Context: an optimization exercise on an open-source flow, tuned for a short achievable clock period and few clock cycles per item. The choices shown serve that exercise and are no tape-out recipe. Function was checked by simulation only, so behaviour that the tests miss may differ from the original.

==> flow/design.v <==
`timescale 1ns/10ps
module mm_gcd (
    clock,
    reset,
    a,
    b,
    c,
    start,
    finished
);
input clock;
input reset;
input [31:0] a;
input [31:0] b;
output [31:0] c;
input start;
output finished;
reg [32:0] u;      
reg [32:0] v;      
reg [4:0] k;
reg fin;
reg fix;
reg bneg;          
wire [31:0] mag = u[32] ? {~u[31:1], 1'b1} : u[31:0];
assign finished = fin;
assign c = mag << k;
function [4:0] ctz32;
    input [31:0] x;
    integer i;
    begin
        ctz32 = 5'd0;
        for (i = 31; i >= 0; i = i - 1)
            if (x[i]) ctz32 = i;
    end
endfunction
function [5:0] ctz33;
    input [32:0] x;
    integer i;
    begin
        ctz33 = 6'd0;
        for (i = 32; i >= 0; i = i - 1)
            if (x[i]) ctz33 = i;
    end
endfunction
function [43:0] step;
    input [32:0] l;
    input [32:0] s;
    input neg;
    reg [34:0] le, y, p, g, z, r, need;
    reg [7:0] sel;
    reg [2:0] t;
    reg more, unit, none, w1;
    integer i;
    begin
        le = {{2{l[32]}}, l};
        y = {{2{s[32]}}, s} ^ {{34{neg}}, 1'b0};    
        p = le ^ y;
        g = le & y;
        z = p ^ ((le | y) << 1);
        more = (z[9:2] == 8'd0);
        none = 1'b1;
        for (i = 0; i < 7; i = i + 1) begin
            sel[i] = z[i+2] & none;
            none = none & ~z[i+2];
        end
        sel[7] = none;
        t = {sel[4] | sel[5] | sel[6] | sel[7], sel[2] | sel[3] | sel[6] | sel[7],
             sel[1] | sel[3] | sel[5] | sel[7]};
        unit = 1'b0;
        w1 = 1'b0;
        for (i = 2; i < 10; i = i + 1) begin
            need = ((le & y) | ((le | y) & ~(35'd1 << i))) << 1;
            unit = unit | (sel[i-2] & ((p ^ (35'd1 << i)) == need));
            need = ((le & y) | ((le | y) & ~(-(35'd1 << i)))) << 1;
            unit = unit | (sel[i-2] & ((p ^ (-(35'd1 << i))) == need));
            w1 = w1 | (sel[i-2] & (p[i+1] ^ g[i]));
        end
        r = le + y;
        step = {r[34:2], t, more, unit, w1};
    end
endfunction
wire [4:0] za = ctz32(a);
wire [4:0] zb = ctz32(b);
wire [31:0] ao = a >> za;
wire [31:0] bo = b >> zb;
wire a_zero = (a == 32'd0);
wire b_zero = (b == 32'd0);
wire a_pow2 = ((a & (a - 32'd1)) == 32'd0);
wire b_pow2 = ((b & (b - 32'd1)) == 32'd0);
wire [33:0] sum_uv = {u[32], u} + {v[32], v};
wire [33:0] dif_uv = {u[32], u} - {v[32], v};
wire gt = (sum_uv[33] == dif_uv[33]);           
wire eq = (u == v) || (u[32:1] == ~v[32:1]);   
wire [32:0] ru, rv;
wire [2:0] tu, tv;
wire mu, mv, nu, nv, w1u, w1v;
assign {ru, tu, mu, nu, w1u} = step(u, v, bneg);
assign {rv, tv, mv, nv, w1v} = step(v, u, bneg);
wire [39:0] wux = {{7{ru[32]}}, ru} >> tu;      
wire [32:0] wu = wux[32:0];
wire [39:0] wvx = {{7{rv[32]}}, rv} >> tv;
wire [32:0] wv = wvx[32:0];
wire ou = nu && !mu;
wire ov = nv && !mv;
wire [5:0] zu = ctz33(u);
wire [65:0] ufx = {{33{u[32]}}, u} >> zu;
wire [32:0] uf = ufx[32:0];                    
always @(posedge clock) begin
    if (reset == 0) begin
        fin <= 1'b1;
        fix <= 1'b0;
    end
    else if (start) begin
        fix <= 1'b0;
        if (a_zero || b_zero) begin
            fin <= 1'b1;
            u <= {1'b0, a | b};
            k <= 5'd0;
        end
        else begin
            k <= (za < zb) ? za : zb;
            u <= (a_pow2 || b_pow2) ? 33'd1 : {1'b0, ao};
            v <= {1'b0, bo};
            fin <= a_pow2 || b_pow2 || (a == b);
            bneg <= (ao[1] == bo[1]);
        end
    end
    else if (!fin) begin
        if (fix) begin
            fix <= 1'b0;
            if (u == 33'd0) begin
                u <= v;
                fin <= 1'b1;
            end
            else begin
                u <= uf;
                fin <= (uf == 33'd1) || (uf == {33{1'b1}});
                bneg <= (uf[1] == v[1]);
            end
        end
        else if (eq) begin
            fin <= 1'b1;
        end
        else if (gt) begin
            u <= wu;
            fin <= ou && !mu;
            fix <= mu;
            bneg <= (w1u == v[1]);
        end
        else begin
            u <= wv;
            v <= u;
            fin <= ov && !mv;
            fix <= mv;
            bneg <= (w1v == u[1]);
        end
    end
end
endmodule
==> flow/run.sh <==
#!/bin/bash
# synth_recipe.tcl (not shown) runs the flow's synth.tcl, then flattens the netlist and writes it again
# the make line also repeats each setting of config.mk as NAME=value (left out here)
make -C /OpenROAD-flow-scripts/flow DESIGN_CONFIG=/design/flow/config.mk WORK_HOME=/design/flow/orfs CLKGATE_MAP_FILE= SYNTH_SCRIPT=/design/flow/synth_recipe.tcl finish
==> flow/config.mk <==
export PLATFORM = sky130hd
export DESIGN_NAME = mm_gcd
export DESIGN_NICKNAME = mm_gcd
export VERILOG_FILES = /design/flow/design.v
export SDC_FILE = /design/flow/constraint.sdc
export NUM_CORES = 4
export LEC_CHECK = 0
export CAP_MARGIN = 20
export CORE_MARGIN = 2
export CORE_UTILIZATION = 30
export SETUP_SLACK_MARGIN = 1.0
export SLEW_MARGIN = 20
export TNS_END_PERCENT = 100
==> flow/constraint.sdc <==
create_clock -name core_clock -period 5.0 [get_ports {clock}]
set_input_delay 1.0000 -clock core_clock [delete_from_list [all_inputs] [get_ports {clock}]]
set_output_delay 1.0000 -clock core_clock [all_outputs]
set_load 0.01 [all_outputs]
==> results of run 1 <==
==> flip-flops by register name, indices dropped and copies added (netlist names) <==
name  count
u        33
v        33
k         5
bneg      1
fin       1
fix       1
==> critical path, cell delays in order, from the launching register on <==
cell,delay (ns)
edfxtp_1,0.41
buf_12,0.16
buf_12,0.15
buf_12,0.17
xor2_1,0.25
inv_1,0.13
ha_2,0.41
nand4_1,0.21
a41o_1,0.27
o221ai_1,0.19
nor2_2,0.10
buf_6,0.14
a21oi_4,0.18
a31oi_4,0.11
xnor2_2,0.20
mux2i_1,0.15
buf_4,0.18
nor2_2,0.05
nor3_2,0.16
a221oi_1,0.09
or4b_4,0.53
==> worst paths after layout <==
check                              to  from  cells after the start  slack, ns
worst max-delay path            u[25]  bneg                     20       0.46
worst min-delay path              fix   fix                      2       0.75
worst max register to register  u[25]  bneg                     20       0.46
worst min register to register    fix   fix                      2       0.75
==> final cells by class <==
type                            count  area share
Antenna cell                        1  0.00006892
Clock buffer                       10    0.006306
Clock inverter                      6    0.001826
Inverter                          306     0.03246
Multi-Input combinational cell   2752      0.6455
Sequential cell                    74     0.06065
Tap cell                         1060     0.03653
Timing Repair Buffer              847      0.2166
==> synth_stat cells, drive strengths merged, types with 81 or more instances <==
| cell | number |
|---|---|
| a211oi | 81 |
| a21oi | 259 |
| buf | 88 |
| clkbuf | 133 |
| ha | 234 |
| inv | 303 |
| mux2i | 233 |
| nand2 | 293 |
| nor2 | 318 |
| o21ai | 196 |
| xnor2 | 95 |
| xor2 | 134 |
==> cell families (layout without fill, tap and decap cells) <==
family,Yosys count,in the layout,share of synthesized area
other cells,0,1,0
mux,270,270,0.1221
xor+xnor,229,229,0.08156
flops,74,74,0.08955
fa+ha+maj,297,297,0.1691
simple gates,990,990,0.1918
buf+inv,527,1169,0.08604
compound gates,966,966,0.2598
==> timing repair <==
action	in CTS	in global routing
pin swaps	41	190
endpoints found under the setup margin	120	164
gates cloned	3	14
resized for setup	135	665
buffers inserted	66	159
==> layer usage <==
layer | track usage | vias to the layer above | routed length (um)
li1 | - | 13430 | -
met3 | 0.04795 | 458 | 13300
met5 | 0 | - | 0
met4 | 0.1860 | 0 | 10720
met1 | 0.3838 | 14520 | 53490
met2 | 0.4558 | 1923 | 58450
==> through the flow <==
step / area (um2) / setup slack, ns
after floorplan: 24760 / 0.9146
after global placement: 30250 / -0.1659
after detailed placement: 30250 / -0.1659
after CTS: 31800 / 0.3773
after global routing: 36310 / 0.3552
final: 36310 / 0.4558
==> impl_metrics.env, run 1 <==
export IMPL_fin_crit_sh=0.9088
export IMPL_fillCellCount=7824
export IMPL_cts_reportedPaths_clkPinSlew_ns=0.07
export IMPL_area_growth_pct=47.65
export IMPL_final_cell_mix="buf_4 (624), nor2_1 (287), nand2_1 (275)"
export IMPL_crit_type="flop to flop"
export IMPL_synth_seq_cells=74
export IMPL_wirelength_mm=136.0
export IMPL_clockBufferDepth=2
export IMPL_crit_required_ns=5.12
export IMPL_ff_latch_area_mm2=0.002202
export IMPL_drtAntennaViolNets=0
export IMPL_synth_cell_type_count=109
export IMPL_io_buffers=99
export IMPL_drive_above_1_share=0.3412
export IMPL_vias_per_cell=5.998
export IMPL_dp_cells=4797
export IMPL_rsz0062_at_grt="yes"
export IMPL_fin_cells=5056
export IMPL_drt_initial_drc_count=3386
export IMPL_ioPinCount=100
export IMPL_grt_pass1_vias=27810
export IMPL_finalHoldViolCount=0
export IMPL_start_kind="flop"
export IMPL_rows=104
export IMPL_ys_flop_type="edfxtp_1"
export IMPL_cts_sinks=74
export IMPL_holdCritPathClass="flop to flop"
export IMPL_num_vias=30330
export IMPL_dieHeight_um=290.3
export IMPL_syn_area_mm2=0.02459
export IMPL_synth_area_leaders="ha_1 (12%), mux2i_1 (9.4%), edfxtp_1 (8.8%)"
export IMPL_multi_input_area_mm2=0.02344
export IMPL_cts_root_buffer="clkbuf_16"
export IMPL_hold_ws_ns=0.7536
export IMPL_clock_fmax_mhz=220.1
export IMPL_place_gp_congestion=1.064
export IMPL_cts_made_buffers=9
export IMPL_worstPathMaxFanout=12
export IMPL_drc=0
export IMPL_synth_nets=3714
export IMPL_die_w_um=290.3
export IMPL_cp_data_arrival_time_ns=4.66
export IMPL_async_flop_share=0
export IMPL_fin_crit_ns=4.544
export IMPL_utilization=0.4493
export IMPL_endpoint_kind="flop"
export IMPL_htreeDepth=3
export IMPL_place_hpwl_mm=106.7
export IMPL_yosysTopAreaCell="ha_1"
export IMPL_worstSkewPairLatency_ns=0.38
export IMPL_worstMarginPinSlew_ns=1.121
export IMPL_ctsHoldBuffers=0
export IMPL_maxSlewHeadroom=0.2500
export IMPL_fin_nets=4351
export IMPL_grt_remaining_overflow=0
export IMPL_maxSlewViolCount=0
export IMPL_cts_tree="built"
export IMPL_wire_per_inst_um=26.89
export IMPL_layout_commonest_cell="buf_4"
export IMPL_grt_usage=0.2954
export IMPL_max_cap_violations=0
export IMPL_yosysTopAreaCellShare=0.1191
export IMPL_firstDrtPassIters=6
export IMPL_avgSynthCellArea_um2=7.334
export IMPL_clock_skew_ns=0.009548
export IMPL_seq_area_frac_synth=0.08955
export IMPL_synth_enable_flop_cells=72
export IMPL_yosysWarnings=1
export IMPL_outcome="timing/DRC/antenna clean"
export IMPL_synthCells=3353
export IMPL_die_area_mm2=0.08428
export IMPL_grt_pass1_wl_mm=187.1
export IMPL_finalSetupViolCount=0
export IMPL_coreArea_mm2=0.08081
export IMPL_tns_ns=0
export IMPL_antenna_found_initial=1
export IMPL_grt_max_degree=57
export IMPL_initial_core_util=0.3043
Testbench counts, summed over its fixed seeds: cycles 28,447, items 2,400.
==> run 2: changes to the inputs <==
--- a/flow/config.mk
+++ b/flow/config.mk
@@ -9,4 +9,4 @@
 export CORE_MARGIN = 2
-export CORE_UTILIZATION = 30
-export SETUP_SLACK_MARGIN = 1.0
+export CORE_UTILIZATION = 35
+export SETUP_SLACK_MARGIN = 0.6
 export SLEW_MARGIN = 20
==> run 2 against run 1 <==
  * Final area is 6.6% lower
  * Count of clock-buffer cells in the layout stayed put
  * Still clean on timing, DRC and antenna
  * Via count is 2.1% lower
  * Sequential share of layout area is 0.43 points higher
  * Setup slack better by 0.038 ns
  * Critical path type unchanged
==> impl_metrics.env, run 2 <==
export IMPL_die_area_mm2=0.07240
export IMPL_fin_nets=4268
export IMPL_cp_data_arrival_time_ns=4.72
export IMPL_rsz0062_at_grt="yes"
export IMPL_synthCells=3353
export IMPL_avgSynthCellArea_um2=7.334
export IMPL_yosysTopAreaCellShare=0.1191
export IMPL_ys_top_cells_by_count="nor2_1 (312), inv_1 (301), nand2_1 (287)"
export IMPL_firstDrtPassIters=8
export IMPL_cts_root_buffer="clkbuf_16"
export IMPL_worstSkewPairLatency_ns=0.38
export IMPL_synth_area_leaders="ha_1 (12%), mux2i_1 (9.4%), edfxtp_1 (8.8%)"
export IMPL_grt_remaining_overflow=0
export IMPL_fin_crit_ns=4.507
export IMPL_setup_ws_ns=0.4934
export IMPL_worstMarginPinSlew_ns=0.8472
export IMPL_num_vias=29690
export IMPL_synth_seq_cells=74
export IMPL_syn_area_mm2=0.02459
export IMPL_area_growth_pct=37.91
export IMPL_wire_per_inst_um=26.98
export IMPL_cts_reportedPaths_clkPinSlew_ns=0.06
export IMPL_grt_usage=0.3488
export IMPL_finalSetupViolCount=0
export IMPL_dieHeight_um=269.1
export IMPL_reg2regPathDepth=22
export IMPL_synth_nets=3714
export IMPL_utilization=0.4860
export IMPL_antenna_found_initial=3
export IMPL_dp_cells=4670
export IMPL_synth_enable_flop_cells=72
export IMPL_start_kind="flop"
export IMPL_place_gp_congestion=1.068
export IMPL_drive_above_1_share=0.2876
export IMPL_grt_pass1_wl_mm=185.5
export IMPL_yosysWarnings=1
export IMPL_crit_required_ns=5.22
export IMPL_endpoint_kind="flop"
export IMPL_cts_tree="built"
export IMPL_largestRegisters="u x33, v x33, k x5"
export IMPL_min_path_cells=2
export IMPL_crit_type="flop to flop"
export IMPL_drt_initial_drc_count=3118
export IMPL_fin_crit_sh=0.9013
export IMPL_async_flop_share=0
export IMPL_clock_fmax_mhz=221.9
export IMPL_vias_per_cell=6.116
export IMPL_io_buffers=99
export IMPL_min_from="fin"
export IMPL_clock_skew_ns=0.01623
export IMPL_yosysTopAreaCell="ha_1"
export IMPL_wirelength_mm=131.0
export IMPL_clockBufferDepth=2
export IMPL_max_cap_violations=0
export IMPL_maxSlewHeadroom=0.4344
export IMPL_multi_input_area_mm2=0.02251
export IMPL_rows=97
export IMPL_r2r_end="u[28]"
export IMPL_fillCellCount=6916
export IMPL_synth_most_common_cell="nor2_1"
export IMPL_fin_cells=4855
export IMPL_place_hpwl_mm=105.0
export IMPL_worstPathMaxFanout=8
export IMPL_ff_latch_area_mm2=0.002202
export IMPL_worstReg2RegStart="bneg"
export IMPL_layout_commonest_cell="buf_4"
export IMPL_drc=0
export IMPL_maxSlewViolCount=0
export IMPL_holdCritPathClass="flop to flop"
export IMPL_coreArea_mm2=0.06979
export IMPL_grt_pass1_vias=27950
export IMPL_ioPinCount=100
export IMPL_outcome="timing/DRC/antenna clean"
export IMPL_drtAntennaViolNets=0
export IMPL_finalHoldViolCount=0
export IMPL_cts_sinks=74
export IMPL_htreeDepth=3
export IMPL_hold_end="fix"
export IMPL_ys_flop_type="edfxtp_1"
export IMPL_hold_ws_ns=0.6957
export IMPL_final_cell_mix="buf_4 (604), nor2_1 (298), inv_1 (286)"
export IMPL_die_w_um=269.1
export IMPL_seq_area_frac_synth=0.08955
export IMPL_initial_core_util=0.3524
export IMPL_synth_cell_type_count=109
export IMPL_cts_made_buffers=9
export IMPL_grt_max_degree=54
export IMPL_place_ws_ns=-0.1737
export IMPL_r2r_setup_slack_ns=0.49
[run 2: cell counts after synthesis]
No cell type changed its count.
[run 2: critical path: stages, from the launching register on]
cell and delay, ns:
edfxtp_1 0.43, buf_6 0.16, buf_12 0.15, xor2_2 0.17, ha_2 0.20, inv_2 0.04
fa_2 0.36, a21boi_2 0.17, o21ai_2 0.17, a31oi_4 0.13, a2111oi_4 0.39, nor2_4 0.12
a211oi_2 0.30, o211ai_1 0.17, nand2_1 0.16, xor2_2 0.21, mux2i_2 0.12, buf_4 0.15
buf_6 0.12, a2111oi_4 0.30, buf_4 0.18, nor3_4 0.04, o211ai_1 0.11
[run 2: worst max-delay path by stage]
stage / cells past startpoint / start / to
6_report: 22 / bneg / u[28]
5_1_grt: 21 / bneg / u[18]
4_1_cts: 17 / u[18] / u[18]
3_5_place_dp: 15 / b[3] / u[30]
3_3_place_gp: 15 / b[3] / u[30]
2_1_floorplan: 21 / u[32] / fin
[run 2: cells by family after synthesis]
group / share of synthesized area
AO/OA/AOI/OAI: 0.2598
XOR/XNOR: 0.08156
adder cells (fa/ha/maj): 0.1691
buffers and inverters: 0.08604
flip-flops: 0.08955
multiplexers: 0.1221
AND/OR/NAND/NOR: 0.1918
[run 2: final cells by class]
type,instances,area share
antenna,3,0.0002214
timing repair buffer,762,0.1937
clock buffer,10,0.006752
inverter,306,0.03398
tap,940,0.03468
clock inverter,6,0.001882
multi-input combinational,2754,0.6638
sequential,74,0.06493
[run 2: through the flow]
step | TNS, ns | instance area [um2]
6_report | 0 | 33910
5_1_grt | 0 | 33910
4_1_cts | 0 | 32030
3_5_place_dp | -0.4724 | 29840
3_3_place_gp | -0.2345 | 29840
2_1_floorplan | 0 | 24600
[run 2: layer usage]
layer | vias up | GRT usage | wire (um)
li1 | 13260 | - | -
met1 | 14210 | 0.4320 | 50730
met2 | 1752 | 0.5619 | 58120
met3 | 469 | 0.04968 | 11080
met4 | 2 | 0.2366 | 11060
met5 | - | 0 | 10
[run 2: timing repair]
action                                  in CTS  in global routing
resized for setup                          241                280
pin swaps                                   61                109
cloned                                       5                  2
hold buffers                                 0                  0
buffers inserted                            90                 69
endpoints found under the setup margin      77                 95
==> run 3: changes to the inputs <==
--- a/flow/config.mk
+++ b/flow/config.mk
@@ -10,2 +10,3 @@
 export CORE_UTILIZATION = 35
+export PLACE_DENSITY = 0.75
 export SETUP_SLACK_MARGIN = 0.6
==> run 3 against run 2 <==
  * First-iteration DRC count rose by 47%
  * Critical path type unchanged
  * Flip-flop and latch count did not move
  * Sequential share of layout area rose by 0.18 points
  * Global-route usage fell by 2.9 points
  * Still clean on timing, DRC and antenna
==> impl_metrics.env, run 3 <==
export IMPL_outcome="timing/DRC/antenna clean"
export IMPL_place_hpwl_mm=96.67
export IMPL_fin_nets=4156
export IMPL_coreArea_mm2=0.06979
export IMPL_layout_commonest_cell="buf_4"
export IMPL_cts_reportedPaths_clkPinSlew_ns=0.07
export IMPL_cts_tree="built"
export IMPL_worstSkewPairLatency_ns=0.38
export IMPL_fin_crit_sh=0.9176
export IMPL_dieHeight_um=269.1
export IMPL_crit_start="u[22]"
export IMPL_final_cell_mix="buf_4 (503), inv_1 (292), nor2_1 (291)"
export IMPL_yosysTopAreaCell="ha_1"
export IMPL_die_area_mm2=0.07240
export IMPL_maxSlewHeadroom=0.2965
export IMPL_worstPathMaxFanout=7
export IMPL_synthCells=3353
export IMPL_avgSynthCellArea_um2=7.334
export IMPL_rsz0062_at_grt="yes"
export IMPL_grt_pass1_vias=27160
export IMPL_grt_usage=0.3201
export IMPL_async_flop_share=0
export IMPL_synth_cell_type_count=109
export IMPL_vias_per_cell=6.332
export IMPL_largestRegisters="u x33, v x33, k x5"
export IMPL_seq_area_frac_synth=0.08955
export IMPL_syn_area_mm2=0.02459
export IMPL_slowest_stage="edfxtp_1"
export IMPL_wirelength_mm=123.7
export IMPL_ioPinCount=100
export IMPL_die_w_um=269.1
export IMPL_num_antenna_cells=0
export IMPL_worstReg2RegStart="u[22]"
export IMPL_crit_required_ns=5.29
export IMPL_holdCritPathClass="flop to flop"
export IMPL_grt_remaining_overflow=0
export IMPL_antenna_found_initial=1
export IMPL_grt_pass1_wl_mm=173.6
export IMPL_synth_area_leaders="ha_1 (12%), mux2i_1 (9.4%), edfxtp_1 (8.8%)"
export IMPL_tns_ns=0
export IMPL_finalSetupViolCount=0
export IMPL_crit_type="flop to flop"
export IMPL_cp_data_arrival_time_ns=4.87
export IMPL_hold_ws_ns=0.7571
export IMPL_grt_max_degree=50
export IMPL_r2r_end="fin"
export IMPL_reg2regPathDepth=19
export IMPL_synth_most_common_cell="nor2_1"
export IMPL_io_buffers=99
export IMPL_start_kind="flop"
export IMPL_clock_skew_ns=0.01491
export IMPL_cp_cell_sequence="nor4_4 -> o31ai_2 -> a41o_4 -> buf_6 -> buf_12 -> a21oi_4 -> buf_6 -> mux2i_1 -> buf_4 -> buf_4 -> mux2i_1 -> a22oi_1 -> o211ai_1 -> buf_4 -> nand4_1 -> nor4b_2 -> and4b_1 -> nand4_1 -> a221oi_2"
export IMPL_htreeDepth=3
export IMPL_drive_above_1_share=0.2655
export IMPL_drt_initial_drc_count=4599
export IMPL_max_cap_violations=0
export IMPL_yosysTopAreaCellShare=0.1191
export IMPL_maxSlewViolCount=0
export IMPL_finalHoldViolCount=0
export IMPL_rows=97
export IMPL_endpoint_kind="flop"
export IMPL_crit_top_cell="buf_4"
export IMPL_endpoint="fin"
export IMPL_r2r_setup_slack_ns=0.41
export IMPL_area_growth_pct=34.28
export IMPL_ctsHoldBuffers=0
export IMPL_synth_nets=3714
export IMPL_clock_fmax_mhz=218.0
export IMPL_place_gp_congestion=1.156
export IMPL_cts_root_buffer="clkbuf_16"
export IMPL_cts_sinks=74
export IMPL_ys_flop_type="edfxtp_1"
export IMPL_fin_crit_ns=4.588
export IMPL_clockBufferDepth=2
export IMPL_worstMarginPinSlew_ns=1.051
export IMPL_wire_per_inst_um=26.10
export IMPL_ys_top_cells_by_count="nor2_1 (312), inv_1 (301), nand2_1 (287)"
export IMPL_cts_made_buffers=9
export IMPL_drtAntennaViolNets=0
export IMPL_slowest_delay_ns=0.56
export IMPL_synth_enable_flop_cells=72
export IMPL_initial_core_util=0.3524
export IMPL_firstDrtPassIters=6
export IMPL_yosysWarnings=1
export IMPL_synth_seq_cells=74
export IMPL_drc=0
export IMPL_num_vias=30010
## run 3: cell types whose count changed in the layout (fill, tap and decap cells not counted), sizes merged
| cell | previous run | this run |
|---|---|---|
| nor2 | 318 | 319 |
| diode | 3 | 0 |
| clkbuf | 11 | 16 |
| dlymetal6s2s | 10 | 18 |
| bufbuf | 1 | 0 |
| buf | 662 | 547 |
| inv | 304 | 305 |
| dlygate4sd2 | 16 | 1 |
| clkdlybuf4s50 | 72 | 77 |
| a21o | 22 | 21 |
## run 3: critical path, delay by kind of cell (launching register included)
family	cells	cell delay (ns)
buffers and inverters	6	0.91
muxes	2	0.23
DFF	1	0.56
and+or+nand+nor	5	1.34
AOI/OAI and AO/OA	6	1.47
## run 3: cells by family after synthesis
group / Yosys count / share of synthesized area
XOR/XNOR: 229 / 0.08156
adder cells (fa/ha/maj): 297 / 0.1691
flip-flops: 74 / 0.08955
buffers and inverters: 527 / 0.08604
AND/OR/NAND/NOR: 990 / 0.1918
multiplexers: 270 / 0.1221
AO/OA/AOI/OAI: 966 / 0.2598
## run 3: how the worst min path moves through the flow
stage,start,depth (start not counted),slack (ns),endpoint
2_1_floorplan,fin,2,0.57,fix
5_1_grt,fin,2,0.73,fix
4_1_cts,fin,2,0.69,fix
6_report,fin,2,0.76,fix
3_5_place_dp,fin,2,0.68,fix
3_3_place_gp,fin,2,0.70,fix
## run 3: repair_timing
item / 4_1_cts / 5_1_grt
pin swaps: 31 / 131
resized for setup: 103 / 397
buffers inserted: 37 / 94
endpoints found under the hold margin: 0 / 0
gates cloned: 1 / 7
endpoints found under the setup margin: 46 / 75
## run 3: through the flow
stage	cell area (um2)	setup WS, ns	utilization	instances
after floorplan	24600	0.6037	-	3353
after global placement	29140	0.06944	0.4176	4585
after detailed placement	29140	0.05739	0.4176	4585
after CTS	30190	0.5441	0.4326	4639
after global routing	33020	0.3783	0.4732	4740
final	33020	0.4121	0.4732	4740
## run 3: layout make-up
type / instances / area (um2)
Inverter: 306 / 1152
Tap cell: 940 / 1176
Timing Repair Buffer: 650 / 5642
Sequential cell: 74 / 2202
Clock buffer: 9 / 225.2
Fill cell: 6661 / 36770
Clock inverter: 7 / 83.83
Multi-Input combinational cell: 2754 / 22540
## run 3: layer usage
| layer | vias up | share of wire | GRT usage |
|---|---|---|---|
| met3 | 576 | 0.13 | 0.07461 |
| li1 | 13040 | - | - |
| met1 | 14130 | 0.37 | 0.4094 |
| met2 | 2268 | 0.42 | 0.4877 |
| met5 | - | 0 | 0 |
| met4 | 0 | 0.084 | 0.1946 |
==> run 4: changes to the inputs <==
==> flow/config.mk (replaced) <==
export PLATFORM = sky130hd
export DESIGN_NAME = mm_gcd
export DESIGN_NICKNAME = mm_gcd
export VERILOG_FILES = /design/flow/design.v
export SDC_FILE = /design/flow/constraint.sdc
export NUM_CORES = 4
export LEC_CHECK = 0
export ABC_AREA = 0
export CAP_MARGIN = 30
export CORE_MARGIN = 2
export CORE_UTILIZATION = 40
export SETUP_SLACK_MARGIN = 0.8
export SLEW_MARGIN = 30
export TNS_END_PERCENT = 100
==> run 4 against run 3 <==
  * Register-to-register slack gained 0.07 ns
  * Clock skew is 0.0048 ns lower
  * Fmax increased by 1.6%
  * Non-clock buffer count grew 125
  * Global-route usage grew 7.4 points
  * Hold slack got worse by 0.032 ns
  * Critical path type unchanged
==> impl_metrics.env, run 4 <==
export IMPL_ys_flop_type="edfxtp_1"
export IMPL_synth_cell_type_count=109
export IMPL_cp_data_arrival_time_ns=4.80
export IMPL_tns_ns=0
export IMPL_placed_cell_area_mm2=0.02938
export IMPL_initial_core_util=0.4059
export IMPL_num_vias=30190
export IMPL_fin_nets=4281
export IMPL_cts_made_buffers=9
export IMPL_crit_required_ns=5.28
export IMPL_finalSetupViolCount=0
export IMPL_cts_root_buffer="clkbuf_16"
export IMPL_largestRegisters="u x33, v x33, k x5"
export IMPL_drtAntennaViolNets=0
export IMPL_place_gp_congestion=1.085
export IMPL_die_area_mm2=0.06348
export IMPL_synth_most_common_cell="nor2_1"
export IMPL_synth_seq_cells=74
export IMPL_drive_above_1_share=0.3284
export IMPL_clockBufferDepth=2
export IMPL_worstSkewPairLatency_ns=0.37
export IMPL_grt_pass1_vias=28420
export IMPL_crit_type="flop to flop"
export IMPL_maxSlewHeadroom=0.5275
export IMPL_max_cap_violations=0
export IMPL_maxSlewViolCount=0
export IMPL_cp_cell_sequence="buf_6 -> buf_12 -> buf_8 -> xor2_2 -> inv_1 -> ha_1 -> xor2_1 -> nand4_1 -> nor4_1 -> nand3_1 -> nor4_2 -> a31oi_1 -> o221ai_1 -> a21oi_1 -> nor4_1 -> nor4_1 -> a221oi_2"
export IMPL_hold_ws_ns=0.7248
export IMPL_start_kind="flop"
export IMPL_cts_tree="built"
export IMPL_yosysWarnings=1
export IMPL_cp_num_buf_inv=4
export IMPL_ys_top_cells_by_count="nor2_1 (312), inv_1 (301), nand2_1 (287)"
export IMPL_clock_fmax_mhz=221.4
export IMPL_die_w_um=251.9
export IMPL_avgSynthCellArea_um2=7.334
export IMPL_firstDrtPassIters=9
export IMPL_synth_nets=3714
export IMPL_fin_crit_sh=0.9032
export IMPL_grt_max_degree=55
export IMPL_fillCellCount=5605
export IMPL_drt_initial_drc_count=3596
export IMPL_place_hpwl_mm=103.3
export IMPL_crit_top_cell="nor4_1"
export IMPL_dieHeight_um=251.9
export IMPL_clock_skew_ns=0.01011
export IMPL_synth_area_leaders="ha_1 (12%), mux2i_1 (9.4%), edfxtp_1 (8.8%)"
export IMPL_worstPathMaxFanout=11
export IMPL_grt_remaining_overflow=0
export IMPL_yosysTopAreaCell="ha_1"
export IMPL_grt_pass1_wl_mm=185.9
export IMPL_layout_commonest_cell="buf_4"
export IMPL_worstMarginPinSlew_ns=0.7087
export IMPL_syn_area_mm2=0.02459
export IMPL_slowest_stage="ha_1"
export IMPL_holdCritPathClass="flop to flop"
export IMPL_vias_per_cell=6.412
export IMPL_finalHoldViolCount=0
export IMPL_cts_reportedPaths_clkPinSlew_ns=0.06
export IMPL_slowest_delay_ns=0.44
export IMPL_final_cell_mix="buf_4 (599), inv_1 (283), nor2_1 (283)"
export IMPL_endpoint_kind="flop"
export IMPL_async_flop_share=0
export IMPL_rows=90
export IMPL_fin_crit_ns=4.516
export IMPL_rsz0062_at_grt="yes"
export IMPL_crit_family="simple AND/OR/NAND/NOR gates"
export IMPL_htreeDepth=3
export IMPL_wirelength_mm=131.7
export IMPL_stdcell_area_mm2=0.03484
export IMPL_yosysTopAreaCellShare=0.1191
export IMPL_ctsHoldBuffers=0
export IMPL_antenna_found_initial=3
export IMPL_seq_area_frac_synth=0.08955
export IMPL_io_buffers=99
export IMPL_wire_per_inst_um=27.96
export IMPL_grt_usage=0.3937
export IMPL_synth_enable_flop_cells=72
export IMPL_synthCells=3353
export IMPL_cts_sinks=74
export IMPL_outcome="timing/DRC/antenna clean"
export IMPL_coreArea_mm2=0.06058
export IMPL_drc=0
export IMPL_area_growth_pct=41.69
export IMPL_ioPinCount=100
==> run 4: final cells by class <==
class / instances / area (um2) / area share
inverters: 306 / 1156 / 0.03318
repair buffers: 775 / 6795 / 0.1950
clock inverters: 6 / 67.56 / 0.001939
multi-input cells: 2754 / 23410 / 0.6718
clock buffers: 10 / 229.0 / 0.006572
diodes: 2 / 5.005 / 0.0001436
flip-flops and latches: 74 / 2202 / 0.06320
well taps: 782 / 978.4 / 0.02808
==> run 4: worst reg2reg max path, stage by stage (launching register included) <==
cell	delay, ns
edfxtp_1	0.42
buf_6	0.15
buf_12	0.17
buf_8	0.18
xor2_2	0.23
inv_1	0.11
ha_1	0.44
xor2_1	0.30
nand4_1	0.19
nor4_1	0.42
nand3_1	0.33
nor4_2	0.31
a31oi_1	0.14
o221ai_1	0.24
a21oi_1	0.16
nor4_1	0.31
nor4_1	0.11
a221oi_2	0.23
==> run 4: path summary, 6_finish.rpt <==
| kind | cells past startpoint | start | endpoint | slack [ns] |
|---|---|---|---|---|
| hold / removal | 2 | fin | fix | 0.72 |
| setup reg to reg | 17 | bneg | fin | 0.48 |
| setup / recovery | 17 | bneg | fin | 0.48 |
| hold reg to reg | 2 | fin | fix | 0.72 |
==> run 4: routing by layer <==
metal,up-vias,share of wire,track usage
li1,13280,-,-
met1,14390,0.37,0.4823
met2,1980,0.44,0.6341
met3,546,0.095,0.05860
met4,0,0.091,0.2788
met5,-,0,0
==> run 4: cell families (layout without fill, tap and decap cells) <==
kind of cell / count (synthesis) / count (layout) / share of synthesized area
AO/OA/AOI/OAI: 966 / 968 / 0.2598
XOR/XNOR: 229 / 229 / 0.08156
adder cells (fa/ha/maj): 297 / 297 / 0.1691
buffers and inverters: 527 / 1097 / 0.08604
flip-flops: 74 / 74 / 0.08955
multiplexers: 270 / 270 / 0.1221
other: 0 / 2 / 0
AND/OR/NAND/NOR: 990 / 990 / 0.1918
==> run 4: repair_timing <==
item / 4_1_cts / 5_1_grt
setup endpoints to repair: 99 / 107
gates resized for setup: 371 / 409
gates cloned: 8 / 2
endpoints found under the hold margin: 0 / 0
buffers inserted: 117 / 89
pin swaps: 93 / 153
==> run 4: metrics by stage <==
step,util,cells,worst slack [ns]
2_1_floorplan,-,3353,0.7705
3_3_place_gp,0.4847,4474,0.006283
3_5_place_dp,0.4849,4475,0.03491
4_1_cts,0.5326,4616,0.6515
5_1_grt,0.5750,4707,0.3976
6_report,0.5751,4709,0.4841
==> run 5: changes to the inputs <==
--- a/flow/design.v
+++ b/flow/design.v
@@ -48,3 +48,3 @@
     input neg;
-    reg [34:0] le, y, p, g, z, r, need;
+    reg [34:0] le, se, sn, y, p, g, z, r, need;
     reg [7:0] sel;
@@ -55,3 +55,5 @@
         le = {{2{l[32]}}, l};
-        y = {{2{s[32]}}, s} ^ {{34{neg}}, 1'b0};    
+        se = {{2{s[32]}}, s};
+        sn = ~se ^ 35'd1;                           
+        y = neg ? sn : se;
         p = le ^ y;
@@ -75,2 +77,6 @@
             unit = unit | (sel[i-2] & ((p ^ (-(35'd1 << i))) == need));
+            need = ((le & y) | ((le | y) & ~(se << i))) << 1;
+            unit = unit | (sel[i-2] & ((p ^ (se << i)) == need));
+            need = ((le & y) | ((le | y) & ~(sn << i))) << 1;
+            unit = unit | (sel[i-2] & ((p ^ (sn << i)) == need));
             w1 = w1 | (sel[i-2] & (p[i+1] ^ g[i]));
--- a/flow/config.mk
+++ b/flow/config.mk
@@ -7,8 +7,7 @@
 export LEC_CHECK = 0
-export ABC_AREA = 0
-export CAP_MARGIN = 30
+export CAP_MARGIN = 20
 export CORE_MARGIN = 2
-export CORE_UTILIZATION = 40
-export SETUP_SLACK_MARGIN = 0.8
-export SLEW_MARGIN = 30
+export CORE_UTILIZATION = 35
+export SETUP_SLACK_MARGIN = 0.6
+export SLEW_MARGIN = 20
 export TNS_END_PERCENT = 100
==> run 5 against run 4 <==
  * Die area is 140% higher
  * Core utilization is 12 points lower
  * Critical path depth is 1 higher
==> impl_metrics.env, run 5 <==
export IMPL_grt_pass1_wl_mm=428.6
export IMPL_grt_pass1_vias=53640
export IMPL_clock_skew_ns=0.01185
export IMPL_yosysTopAreaCell="fa_1"
export IMPL_yosys_mux_area_fraction=0.06155
export IMPL_wirelength_mm=313.0
export IMPL_cts_reportedPaths_clkPinSlew_ns=0.05
export IMPL_worstSkewPairLatency_ns=0.36
export IMPL_fin_cells=8457
export IMPL_worstPathMaxFanout=12
export IMPL_ioPinCount=100
export IMPL_slowest_stage="fa_1"
export IMPL_num_vias=52810
export IMPL_cts_sinks=74
export IMPL_holdCritPathClass="flop to flop"
export IMPL_placed_cell_area_mm2=0.06340
export IMPL_synth_most_common_cell="fa_1"
export IMPL_drive_above_1_share=0.2509
export IMPL_crit_family="compound AO/OA/AOI/OAI gates"
export IMPL_synth_enable_flop_cells=72
export IMPL_fin_crit_ns=4.710
export IMPL_htreeDepth=3
export IMPL_synthSimpleGateAreaFrac=0.1288
export IMPL_ys_top_cells_by_count="fa_1 (918), xnor2_1 (611), xor2_1 (516)"
export IMPL_synth_nets=6737
export IMPL_rows=141
export IMPL_drtAntennaViolNets=0
export IMPL_setup_ws_ns=0.2903
export IMPL_cts_tree="built"
export IMPL_cts_made_buffers=9
export IMPL_cp_cell_sequence="buf_12 -> buf_16 -> xor2_1 -> inv_2 -> buf_6 -> fa_1 -> xor2_2 -> nor4_4 -> nand4_1 -> nor4_2 -> buf_4 -> o211ai_1 -> a31oi_2 -> o41ai_4 -> nand4_1 -> a31oi_1 -> o2bb2ai_1 -> a31oi_1"
export IMPL_seq_area_frac_synth=0.04233
export IMPL_grt_remaining_overflow=0
export IMPL_cp_data_arrival_time_ns=4.99
export IMPL_coreArea_mm2=0.1477
export IMPL_yosysTopAreaCellShare=0.3533
export IMPL_fin_nets=7741
export IMPL_final_cell_mix="buf_4 (962), fa_1 (907), xnor2_1 (585)"
export IMPL_crit_type="flop to flop"
export IMPL_worstMarginPinSlew_ns=1.013
export IMPL_avgSynthCellArea_um2=9.428
export IMPL_synthCells=5518
export IMPL_utilization=0.4553
export IMPL_stdcell_area_mm2=0.06723
export IMPL_grt_max_degree=55
export IMPL_synth_seq_cells=74
export IMPL_wire_per_inst_um=37.01
export IMPL_cts_root_buffer="clkbuf_16"
export IMPL_start_kind="flop"
export IMPL_drc=0
export IMPL_maxSlewHeadroom=0.3245
export IMPL_syn_area_mm2=0.05202
export IMPL_ctsHoldBuffers=0
export IMPL_synth_fa_ha_area_frac=0.4103
export IMPL_die_area_mm2=0.1517
export IMPL_endpoint_kind="flop"
export IMPL_fillCellCount=14270
export IMPL_synth_top_family_by_area="adder cells"
export IMPL_dieHeight_um=389.5
export IMPL_clock_fmax_mhz=212.3
export IMPL_synth_xor_area_share=0.1897
export IMPL_ys_flop_type="edfxtp_1"
export IMPL_largestRegisters="u x33, v x33, k x5"
export IMPL_layout_commonest_cell="buf_4"
export IMPL_synth_cell_type_count=101
export IMPL_place_hpwl_mm=248.1
export IMPL_finalHoldViolCount=0
export IMPL_max_cap_violations=0
export IMPL_maxSlewViolCount=0
export IMPL_crit_required_ns=5.28
export IMPL_finalSetupViolCount=0
export IMPL_cp_num_buf_inv=5
export IMPL_yosysWarnings=1
export IMPL_fin_crit_sh=0.9419
export IMPL_slowest_delay_ns=0.52
export IMPL_die_w_um=389.5
export IMPL_outcome="timing/DRC/antenna clean"
export IMPL_rsz0062_at_grt="yes"
export IMPL_initial_core_util=0.3523
export IMPL_vias_per_cell=6.245
export IMPL_firstDrtPassIters=8
export IMPL_antenna_found_initial=9
export IMPL_synth_compound_area_frac=0.1283
export IMPL_place_gp_congestion=1.090
export IMPL_clockBufferDepth=2
export IMPL_grt_usage=0.4047
export IMPL_area_growth_pct=29.24
export IMPL_place_ws_ns=-0.008494
export IMPL_dp_cells=8289
export IMPL_async_flop_share=0
export IMPL_synth_area_leaders="fa_1 (35%), xnor2_1 (10%), xor2_1 (8.7%)"
export IMPL_drt_initial_drc_count=6867
export IMPL_io_buffers=99
run 5: final timing paths:
path	start	endpoint	slack, ns	depth (start not counted)
setup / recovery	bneg	fin	0.29	18
hold / removal	fin	fix	0.66	2
setup reg to reg	bneg	fin	0.29	18
hold reg to reg	fin	fix	0.66	2
run 5: timing repair:
| action | in CTS | in global routing |
|---|---|---|
| pin swaps | 32 | 51 |
| resized for setup | 217 | 252 |
| gates cloned | 2 | 2 |
| buffers inserted | 86 | 62 |
| endpoints found under the setup margin | 95 | 99 |
run 5: per-stage QoR:
stage               hold WS, ns  setup TNS (ns)
global route             0.7037               0
floorplan                0.6245               0
finish                   0.6646               0
global placement         0.6212        -0.07808
detailed placement       0.6377       -0.008494
CTS                      0.6515               0
run 5: area by class of cell:
| cell class | instances | area, um2 | area share |
|---|---|---|---|
| diodes | 2 | 5.005 | 0.00007444 |
| clock buffers | 10 | 229.0 | 0.003406 |
| clock inverters | 4 | 45.04 | 0.0006700 |
| inverters | 291 | 1209 | 0.01798 |
| multi-input cells | 4922 | 49880 | 0.7419 |
| flip-flops and latches | 74 | 2202 | 0.03275 |
| well taps | 1930 | 2415 | 0.03592 |
| repair buffers | 1224 | 11250 | 0.1673 |
run 5: kinds of logic after synthesis:
logic type / after synthesis
XOR/XNOR: 1127
adder cells (fa/ha/maj): 1156
AND/OR/NAND/NOR: 1320
multiplexers: 279
buffers and inverters: 522
flip-flops: 74
AO/OA/AOI/OAI: 1040
run 5: metal layers:
| metal | global-route usage | part of all wire | vias to the layer above |
|---|---|---|---|
| li1 | - | - | 21150 |
| met1 | 0.5053 | 0.37 | 26760 |
| met2 | 0.6105 | 0.43 | 3771 |
| met3 | 0.1039 | 0.11 | 1115 |
| met4 | 0.2831 | 0.091 | 12 |
| met5 | 0 | 0.00030 | - |
run 5: worst register-to-register path, stage by stage, from the launching register on:
cell and delay, ns:
edfxtp_1 0.41, buf_12 0.18, buf_16 0.17, xor2_1 0.23
inv_2 0.20, buf_6 0.28, fa_1 0.54, xor2_2 0.25
nor4_4 0.33, nand4_1 0.19, nor4_2 0.33, buf_4 0.17
o211ai_1 0.23, a31oi_2 0.40, o41ai_4 0.12, nand4_1 0.20
a31oi_1 0.13, o2bb2ai_1 0.13, a31oi_1 0.15
Testbench counts of run 5, summed over its fixed seeds: cycles 27,934, items 2,400.
==> run 6: changes to the inputs <==
--- a/flow/config.mk
+++ b/flow/config.mk
@@ -10,2 +10,3 @@
 export CORE_UTILIZATION = 35
+export GPL_TIMING_DRIVEN = 1
 export SETUP_SLACK_MARGIN = 0.6
==> run 6 against run 5 <==
  * Synthesized area is the same
  * Largest cell class unchanged
  * Still clean on timing, DRC and antenna
  * Via count is the same
  * Fmax is the same
  * Hold slack is the same
  * Final area is the same
  * Routed wire length is the same
==> impl_metrics.env, run 6 <==
export IMPL_wirelength_mm=313.0
export IMPL_wire_per_inst_um=37.01
export IMPL_worstMarginPinSlew_ns=1.013
export IMPL_holdCritPathClass="flop to flop"
export IMPL_synthCells=5518
export IMPL_cts_tree="built"
export IMPL_place_ws_ns=-0.008494
export IMPL_yosysTopAreaCell="fa_1"
export IMPL_syn_area_mm2=0.05202
export IMPL_worstSkewPairLatency_ns=0.36
export IMPL_fin_nets=7741
export IMPL_finalHoldViolCount=0
export IMPL_initial_core_util=0.3523
export IMPL_drive_above_1_share=0.2509
export IMPL_drtAntennaViolNets=0
export IMPL_grt_remaining_overflow=0
export IMPL_finalSetupViolCount=0
export IMPL_cp_cell_sequence="buf_12 -> buf_16 -> xor2_1 -> inv_2 -> buf_6 -> fa_1 -> xor2_2 -> nor4_4 -> nand4_1 -> nor4_2 -> buf_4 -> o211ai_1 -> a31oi_2 -> o41ai_4 -> nand4_1 -> a31oi_1 -> o2bb2ai_1 -> a31oi_1"
export IMPL_outcome="timing/DRC/antenna clean"
export IMPL_grt_max_degree=55
export IMPL_fin_crit_sh=0.9419
export IMPL_place_gp_congestion=1.090
export IMPL_synth_cell_type_count=101
export IMPL_max_cap_violations=0
export IMPL_yosysWarnings=1
export IMPL_worstPathMaxFanout=12
export IMPL_synth_enable_flop_cells=72
export IMPL_cts_sinks=74
export IMPL_dieHeight_um=389.5
export IMPL_fin_crit_ns=4.710
export IMPL_antenna_found_initial=9
export IMPL_final_cell_mix="buf_4 (962), fa_1 (907), xnor2_1 (585)"
export IMPL_area_growth_pct=29.24
export IMPL_cts_made_buffers=9
export IMPL_clock_skew_ns=0.01185
export IMPL_layout_commonest_cell="buf_4"
export IMPL_slowest_stage="fa_1"
export IMPL_drc=0
export IMPL_synth_area_leaders="fa_1 (35%), xnor2_1 (10%), xor2_1 (8.7%)"
export IMPL_async_flop_share=0
export IMPL_clock_fmax_mhz=212.3
export IMPL_coreArea_mm2=0.1477
export IMPL_utilization=0.4553
export IMPL_start_kind="flop"
export IMPL_die_w_um=389.5
export IMPL_grt_pass1_vias=53640
export IMPL_io_buffers=99
export IMPL_vias_per_cell=6.245
export IMPL_crit_type="flop to flop"
export IMPL_ys_top_cells_by_count="fa_1 (918), xnor2_1 (611), xor2_1 (516)"
export IMPL_num_vias=52810
export IMPL_avgSynthCellArea_um2=9.428
export IMPL_grt_usage=0.4047
export IMPL_slowest_delay_ns=0.52
export IMPL_rows=141
export IMPL_largestRegisters="u x33, v x33, k x5"
export IMPL_htreeDepth=3
export IMPL_synth_most_common_cell="fa_1"
export IMPL_maxSlewHeadroom=0.3245
export IMPL_cts_root_buffer="clkbuf_16"
export IMPL_synth_nets=6737
export IMPL_rsz0062_at_grt="yes"
export IMPL_seq_area_frac_synth=0.04233
export IMPL_setup_ws_ns=0.2903
export IMPL_endpoint_kind="flop"
export IMPL_cp_data_arrival_time_ns=4.99
export IMPL_firstDrtPassIters=8
export IMPL_ys_flop_type="edfxtp_1"
export IMPL_crit_required_ns=5.28
export IMPL_synth_seq_cells=74
export IMPL_ioPinCount=100
export IMPL_cts_reportedPaths_clkPinSlew_ns=0.05
export IMPL_drt_initial_drc_count=6867
export IMPL_place_hpwl_mm=248.1
export IMPL_maxSlewViolCount=0
export IMPL_clockBufferDepth=2
export IMPL_yosysTopAreaCellShare=0.3533
export IMPL_grt_pass1_wl_mm=428.6
export IMPL_tns_ns=0
export IMPL_die_area_mm2=0.1517
## run 6: cell families (layout without fill, tap and decap cells)
group	after synthesis	after routing	share of synthesized area
flops	74	74	0.04233
xor+xnor	1127	1127	0.1897
fa+ha+maj	1156	1156	0.4103
simple gates	1320	1320	0.1288
other cells	0	2	0
buf+inv	522	1529	0.03899
mux	279	279	0.06155
compound gates	1040	1040	0.1283
## run 6: stage by stage
| step | instance area, um2 | std cells | hold WS, ns |
|---|---|---|---|
| floorplan | 52620 | 5518 | 0.6245 |
| global placement | 63380 | 8288 | 0.6212 |
| detailed placement | 63400 | 8289 | 0.6377 |
| CTS | 65550 | 8391 | 0.6515 |
| global route | 67230 | 8455 | 0.7037 |
| finish | 67230 | 8457 | 0.6646 |
## run 6: metal layers
layer  vias to the layer above  global-route usage  part of all wire
met5                         -                   0           0.00030
met4                        12              0.2831             0.091
met3                      1115              0.1039              0.11
met2                      3771              0.6105              0.43
met1                     26760              0.5053              0.37
li1                      21150                   -                 -
## run 6: area by class of cell
class / count / area (um2)
multi-input combinational: 4922 / 49880
clock buffer: 10 / 229.0
fill: 14270 / 80430
timing repair buffer: 1224 / 11250
inverter: 291 / 1209
clock inverter: 4 / 45.04
tap: 1930 / 2415
antenna: 2 / 5.005
sequential: 74 / 2202
## run 6: worst paths after layout
| check | cells after the start | start | to | slack [ns] |
|---|---|---|---|---|
| max | 18 | bneg | fin | 0.29 |
| min | 2 | fin | fix | 0.66 |
| max reg2reg | 18 | bneg | fin | 0.29 |
| min reg2reg | 2 | fin | fix | 0.66 |
## run 6: what timing repair did
item                                    4_1_cts  5_1_grt
gates cloned                                  2        2
endpoints found under the hold margin         0        0
pin swaps                                    32       51
resized for setup                           217      252
hold buffers                                  0        0
setup buffers                                86       62
endpoints found under the setup margin       95       99
## run 6: worst max-delay path: cells and delay by family (launching register included)
family	cells	cell delay (ns)
AO/OA/AOI/OAI	6	1.15
AND/OR/NAND/NOR	4	1.05
buffers and inverters	5	1.00
XOR/XNOR	2	0.45
flip-flops	1	0.41
adder cells (fa/ha/maj)	1	0.52

-- what the ideal ports hide --
In the flow no input, the clock included, has a driving cell. The finished layouts below were timed again as built, in two steps.
Step 1, drivers: a clkbuf_16 drives clock and a buf_2 each remaining input, both assumed.
Step 2 moves the port delays by t, midway between the first and last clock arrival at a register: inputs arrive t later, outputs are due t later. That takes back most of the time a late clock gives input paths.
Slacks: ideal ports / drivers / drivers and shift; pairs: ideal ports / drivers.
run | t (ns) | slack for setup (ns) | latest minus earliest clock arrival (ns) | pins driven straight from the clock port
run 1 | 0.431 | 0.456 / 0.456 / 0.419 | 0.010 / 0.010 | 1
run 2 | 0.431 | 0.493 / 0.493 / 0.159 | 0.016 / 0.016 | 1
run 3 | 0.422 | 0.412 / 0.412 / 0.222 | 0.015 / 0.015 | 1
run 4 | 0.418 | 0.484 / 0.484 / 0.386 | 0.010 / 0.010 | 1
run 5 | 0.412 | 0.290 / 0.290 / 0.233 | 0.012 / 0.012 | 1
run 6 | 0.412 | 0.290 / 0.290 / 0.233 | 0.012 / 0.012 | 1
After both steps setup and hold are still met in every run listed. For run 2, which loses most, drivers alone change the setup slack by 0.000 ns; drivers and shift together by -0.334 ns.
